From an optimization exercise on the open Yosys and OpenROAD flow, aimed at small area and a short achievable clock period; shortcuts taken in it are not production practice.
At most, simulation tests tie the RTL to the original design; equivalence was not proved.
The clock input has no modelled driver; a real chip could not lean on it and would need a root buffer or a full tree.
Power figures rest on the tool's default switching activity, not on a simulated workload.

Setup of the baseline:
## alu_top
module alu_top (
    input             clk,
    input      [3:0]  control,
    input             CI,
    input      [31:0] DATA_A,
    input      [31:0] DATA_B,
    output reg [31:0] OUT,
    output reg        CO,
    output reg        OVF,
    output reg        N,
    output reg        Z
);
reg  [3:0]  control_q;
reg         CI_q;
reg  [31:0] A_q, B_q;
wire [31:0] out_w;
wire        co_w, ovf_w, n_w, z_w;
always @(posedge clk) begin
    control_q <= control;
    CI_q      <= CI;
    A_q       <= DATA_A;
    B_q       <= DATA_B;
end
ALU #(.WIDTH(32)) alu (
    .control(control_q), .CI(CI_q), .DATA_A(A_q), .DATA_B(B_q),
    .OUT(out_w), .CO(co_w), .OVF(ovf_w), .N(n_w), .Z(z_w)
);
always @(posedge clk) begin
    OUT <= out_w;
    CO  <= co_w;
    OVF <= ovf_w;
    N   <= n_w;
    Z   <= z_w;
end
endmodule
Size: ~510 cells after synthesis, ~110 I/O pins, about 5400 µm² of cells after synthesis.
clock: 10.0 ns
lec_check: 0
abc_area: 1
cap_margin: 20
core_margin: 2
core_utilization: 72
place_density: 0.8
slew_margin: 20
standard.sh (not shown) runs the stock make flow with config.mk's settings and CLKGATE_MAP_FILE= SYNTH_SCRIPT=/design/flow/synth_recipe.tcl, a recipe that flattens the netlist after the stock synthesis.
==> flow/flow/run.sh <==
#!/bin/bash
# ORFS layout through the standard.sh, with these changes:
# - the ports get small fast buffers (buf_1);
# - the clock tree is one level of four clkbuf_16 (flow/cts_manual.tcl);
# - timing repair aims below the clock period (SETUP_SLACK_MARGIN); the design is still
#   built and signed off at the design's period;
# - if flow/abc.script exists, synthesis maps the logic with it instead of ORFS's ABC
#   script (flow/synth.tcl is synth_recipe.tcl with that one change; registers are as in
#   the standard synthesis).
set -euo pipefail
here=$(pwd)
export MY_ABC_SCRIPT=$here/flow/abc.script
bash standard.sh \
  "SYNTH_SCRIPT=$here/flow/synth.tcl" \
  "ADDER_MAP_FILE=" \
  "BUFFER_PORTS_ARGS=-buffer_cell sky130_fd_sc_hd__buf_1" \
  "PRE_CTS_TCL=$here/flow/cts_manual.tcl" \
  "SETUP_SLACK_MARGIN=7.3" \
  finish > make_finish.log 2>&1
Other scripts of this flow, unchanged in this note and not shown: flow/flow/abc.script, flow/flow/cts_manual.tcl, flow/flow/synth.tcl
Here is what was changed in the inputs of the candidate compared with the baseline.
--- a/flow/design.v
+++ b/flow/design.v
@@ -180,19 +180,19 @@
 assign c[25] = G8_25;
 assign c[26] = G9_26;
 assign c[27] = G7_27;
 assign c[28] = G9_28;
 assign c[29] = G8_29;
 assign c[30] = G9_30;
 assign c[31] = G5_31;
 assign OUT = q ^ c;
 assign N = OUT[WIDTH-1];
-wire [WIDTH-1:0] tq = inv ? g : (t & {WIDTH{arith}});
+wire [WIDTH-1:0] tq = ((a & y) | ({WIDTH{~inv}} & (a | y))) & {WIDTH{arith}};
 wire [WIDTH-1:0] pc = {tq[WIDTH-2:0], k};
 assign Z = ~|(q ^ pc);
 wire c32 = g[WIDTH-1] | (p[WIDTH-1] & c[WIDTH-1]);
 assign CO  = (addop & c32) | (subop & ~OUT[WIDTH-1]);
 assign OVF = arith & (c[WIDTH-1] ^ c32);
 end else begin : g_generic
 reg [WIDTH-1:0] R; reg RC, RV;
 always @(*) begin
 	RC = 1'b0; RV = 1'b0;
Results
Looking at the reports, the candidate completed the entire flow and the layout it produced met the timing, DRC and antenna checks.
Going from the baseline to the candidate, horizontal die dimension shrinks by 0.63 µm.
Summary: with the baseline as the reference, die span in y in the candidate moved down slightly.
The candidate vs. the baseline: synthesis-to-layout area growth decreased by 1.5 points relative to the old numbers; maximum vdd drop decreased by about 27% relative to the old numbers; sum of met2 wire segment lengths after detailed routing decreased by 10% relative to the old numbers; fraction of area in multi-input gates closely matched the old numbers.
Diff the candidate and the baseline: part of the power in combinational logic lower in the candidate
| worst hold slack | the baseline vs the candidate | ≈ equal |
A master of the slowest instance on the critical path of sky130_fd_sc_hd__dfxtp_4 is what the baseline shows, while sky130_fd_sc_hd__mux4_2 belongs to the candidate.
The candidate vs the baseline, count of instances resized after the clock tree is built went up by 1.
Between the baseline and the candidate, the final non-filler cell total figures differ only marginally.
The RTL of the candidate was laid out without a check of its function. In every run of this note, the design's own scripts or RTL, not TritonCTS, make the clock network.


RTL: one of the versions met above, not the one the previous note started from.
For scale: ~830 cells after synthesis, ~110 I/O pins.
Design alu_top, start of the top module:
module alu_top (
    input             clk,
    input      [3:0]  control,
    input             CI,
    input      [31:0] DATA_A,
    input      [31:0] DATA_B,
    output reg [31:0] OUT,
    output reg        CO,
    output reg        OVF,
    output reg        N,
    output reg        Z
);
reg  [3:0]  control_q;
reg         CI_q;
reg  [31:0] A_q, B_q;
wire [31:0] out_w;
wire        co_w, ovf_w, n_w, z_w;
always @(posedge clk) begin
    control_q <= control;
    CI_q      <= CI;
    A_q       <= DATA_A;
    B_q       <= DATA_B;
end
ALU #(.WIDTH(32)) alu (
    .control(control_q), .CI(CI_q), .DATA_A(A_q), .DATA_B(B_q),
    .OUT(out_w), .CO(co_w), .OVF(ovf_w), .N(n_w), .Z(z_w)
);
always @(posedge clk) begin
    OUT <= out_w;
    CO  <= co_w;
    OVF <= ovf_w;
    N   <= n_w;
    Z   <= z_w;
end
endmodule
==> flow/config.mk <==
export PLATFORM = sky130hd
export DESIGN_NAME = alu_top
export DESIGN_NICKNAME = alu_top
export VERILOG_FILES = /design/flow/design.v
export SDC_FILE = /design/flow/constraint.sdc
export NUM_CORES = 4
export LEC_CHECK = 0
export ABC_AREA = 1
export CAP_MARGIN = 20
export CORE_MARGIN = 2
export CORE_UTILIZATION = 40
export SLEW_MARGIN = 20
==> flow/constraint.sdc <==
create_clock -name core_clock -period 10.0 [get_ports {clk}]
set_input_delay 2.0000 -clock core_clock [delete_from_list [all_inputs] [get_ports {clk}]]
set_output_delay 2.0000 -clock core_clock [all_outputs]
set_load 0.01 [all_outputs]
==> flow/flow/abc.script <==
strash; dch -f; map -D 2200 -B 0.9; topo; stime -c; buffer -c; upsize -c -D 2200; dnsize -c -D 2200
==> flow/flow/cts_manual.tcl <==
# Read by ORFS's CTS step (PRE_CTS_TCL). Replaces clock_tree_synthesis with a one-level
# clock tree: the clock port drives four clkbuf_16, each of which drives the registers of
# one quadrant of the placement (split at the median x, then at the median y). Every
# register sees the same single buffer stage, so the tree adds no deliberate skew.
proc clock_tree_synthesis { args } {
  set block [ord::get_db_block]
  set master [[ord::get_db] findMaster sky130_fd_sc_hd__clkbuf_16]
  set clknet [[$block findBTerm clk] getNet]
  set sinks {}
  foreach it [$clknet getITerms] {
    set bb [[$it getInst] getBBox]
    lappend sinks [list $it [expr {([$bb xMin] + [$bb xMax]) / 2}] [expr {([$bb yMin] + [$bb yMax]) / 2}]]
  }
  set sorted [lsort -integer -index 1 $sinks]
  set half [expr {[llength $sorted] / 2}]
  set groups {}
  foreach col [list [lrange $sorted 0 [expr {$half - 1}]] [lrange $sorted $half end]] {
    set col [lsort -integer -index 2 $col]
    set h [expr {[llength $col] / 2}]
    lappend groups [lrange $col 0 [expr {$h - 1}]] [lrange $col $h end]
  }
  set g 0
  foreach grp $groups {
    set inst [odb::dbInst_create $block $master clkbuf_q$g]
    set net [odb::dbNet_create $block clknet_q$g]
    $net setSigType CLOCK
    [$inst findITerm A] connect $clknet
    [$inst findITerm X] connect $net
    set sx 0
    set sy 0
    foreach s $grp {
      set it [lindex $s 0]
      $it disconnect
      $it connect $net
      set sx [expr {$sx + [lindex $s 1]}]
      set sy [expr {$sy + [lindex $s 2]}]
    }
    set m [llength $grp]
    $inst setLocation [expr {$sx / $m}] [expr {$sy / $m}]
    $inst setPlacementStatus PLACED
    incr g
  }
  puts "cts_manual: clock port drives $g clkbuf_16, [llength $sinks] registers"
  set_propagated_clock [all_clocks]
}
==> flow/flow/synth.tcl <==
proc synth {args} { yosys synth -nofsm -noshare {*}$args }
# Map the logic with this flow's own ABC script instead of ORFS's.
proc abc {args} {
  set i [lsearch -exact $args -script]
  if {$i >= 0} { lset args [expr {$i + 1}] $::env(MY_ABC_SCRIPT) }
  yosys abc {*}$args
}
source $::env(SCRIPTS_DIR)/synth.tcl
# left out here: clear keep_hierarchy, flatten, clean up, hide names made inside functions, write 1_2_yosys.v
Scripts as last shown in full above: flow/flow/run.sh
Change:
--- a/flow/design.v
+++ b/flow/design.v
@@ -181,17 +181,17 @@
 assign c[26] = G9_26;
 assign c[27] = G7_27;
 assign c[28] = G9_28;
 assign c[29] = G8_29;
 assign c[30] = G9_30;
 assign c[31] = G5_31;
 assign OUT = q ^ c;
 assign N = OUT[WIDTH-1];
-wire [WIDTH-1:0] tq = ((a & y) | ({WIDTH{~inv}} & (a | y))) & {WIDTH{arith}};
+wire [WIDTH-1:0] tq = inv ? g : (t & {WIDTH{arith}});
 wire [WIDTH-1:0] pc = {tq[WIDTH-2:0], k};
 assign Z = ~|(q ^ pc);
 wire c32 = g[WIDTH-1] | (p[WIDTH-1] & c[WIDTH-1]);
 assign CO  = (addop & c32) | (subop & ~OUT[WIDTH-1]);
 assign OVF = arith & (c[WIDTH-1] ^ c32);
 end else begin : g_generic
 reg [WIDTH-1:0] R; reg RC, RV;
 always @(*) begin
Result: Wire length is lower by 4.9%. Cell area is lower by 0.37%. Synthesized cell count is lower by 2.3%. Area after synthesis hardly moves. Flip-flop and latch count stays the same. Via count is lower by 3.4%. Die area is about the same. Setup slack degrades by 24 ps. Maximum frequency is lower by 0.88%. Worst hold slack degrades by 8.9 ps.
For the first run of this note, only the layout was checked, not whether the RTL still works. In every run of this note, the design's own scripts or RTL, not TritonCTS, make the clock network.


## P
alu_top again, from the RTL that the note above started with.
Settings: LEC_CHECK=0, ABC_AREA=1, CAP_MARGIN=20, CORE_MARGIN=2, CORE_UTILIZATION=72, PLACE_DENSITY=0.8, SLEW_MARGIN=20; clock period 10.0 ns.
Scripts as last shown in full above: flow/flow/run.sh, flow/flow/abc.script, flow/flow/cts_manual.tcl, flow/flow/synth.tcl
Edits applied to the flow inputs when going from P to Q:
--- a/flow/design.v
+++ b/flow/design.v
@@ -183,13 +183,13 @@
 assign c[28] = G9_28;
 assign c[29] = G8_29;
 assign c[30] = G9_30;
 assign c[31] = G5_31;
 assign OUT = q ^ c;
 assign N = OUT[WIDTH-1];
-wire [WIDTH-1:0] tq = ((a & y) | ({WIDTH{~inv}} & (a | y))) & {WIDTH{arith}};
+wire [WIDTH-1:0] tq = inv ? g : (t & {WIDTH{arith}});
 wire [WIDTH-1:0] pc = {tq[WIDTH-2:0], k};
 assign Z = ~|(q ^ pc);
 wire c32 = g[WIDTH-1] | (p[WIDTH-1] & c[WIDTH-1]);
 assign CO  = (addop & c32) | (subop & ~OUT[WIDTH-1]);
 assign OVF = arith & (c[WIDTH-1] ^ c32);
 end else begin : g_generic
### Flow results
Against P, final period demand of the worst path in Q came out better. Going from P to Q, detailed route wirelength on metal2 grew slightly. Area after detailed placement for Q: 0.68% down relative to P. P -> Q: synthesized area flat. Compared with P, Q shows a lower total met3 wirelength after detailed routing. The number of nets in the finished design in Q was lower than what P gave. Compared Q vs P, and via count is down in Q. The flip-flop and latch power was comparable across Q and P. On worst-case headroom to the max-slew limit, P beats Q. Between Q and P, number of stages on the worst hold path is lower for P, Q comes in above that. Q vs. P: weighted congestion at the end of routability-driven global placement now smaller, compound-gate portion of the synthesized area now smaller, multi-input gate share of total cell area now larger.
Only the layout flow was run in P; the RTL was not checked for function there. No run of this note takes its clock network from TritonCTS; it comes from the design's own scripts or RTL.

## static timing again, ports no longer ideal
How much do the figures lean on ideal ports? The routed layouts below were timed once more, with nothing changed but the port constraints. Step 1, drivers: a clkbuf_16 drives clk and a buf_2 each remaining input, both assumed. Step 2, shift: input delay + t, output delay - t, t = (earliest + latest rising clock arrival at the registers) / 2. This alone moves slack from input paths to output paths. Slacks: ideal / step 1 / step 2; pairs: ideal / step 1.
run | t (ns) | slack for setup (ns) | worst setup path after step 2 | latest minus earliest clock arrival (ns) | worst slew at a driven data input, ns
the baseline | 0.252 | 6.707 / 6.707 / 6.707 | register to register | 0.013 / 0.014 | 0.05
the candidate | 0.243 | 6.931 / 6.931 / 6.931 | register to register | 0.010 / 0.011 | 0.05
the first run of note 2 | 0.249 | 7.344 / 7.249 / 7.469 | register to register | 0.012 / 0.012 | 0.04
the second run of note 2 | 0.250 | 7.320 / 7.228 / 7.411 | register to register | 0.008 / 0.008 | 0.04
P | 0.243 | 7.326 / 7.238 / 7.366 | register to register | 0.010 / 0.010 | 0.04
Q | 0.240 | 7.330 / 7.245 / 7.415 | register to register | 0.011 / 0.011 | 0.03
After both steps every run listed still meets setup and hold.
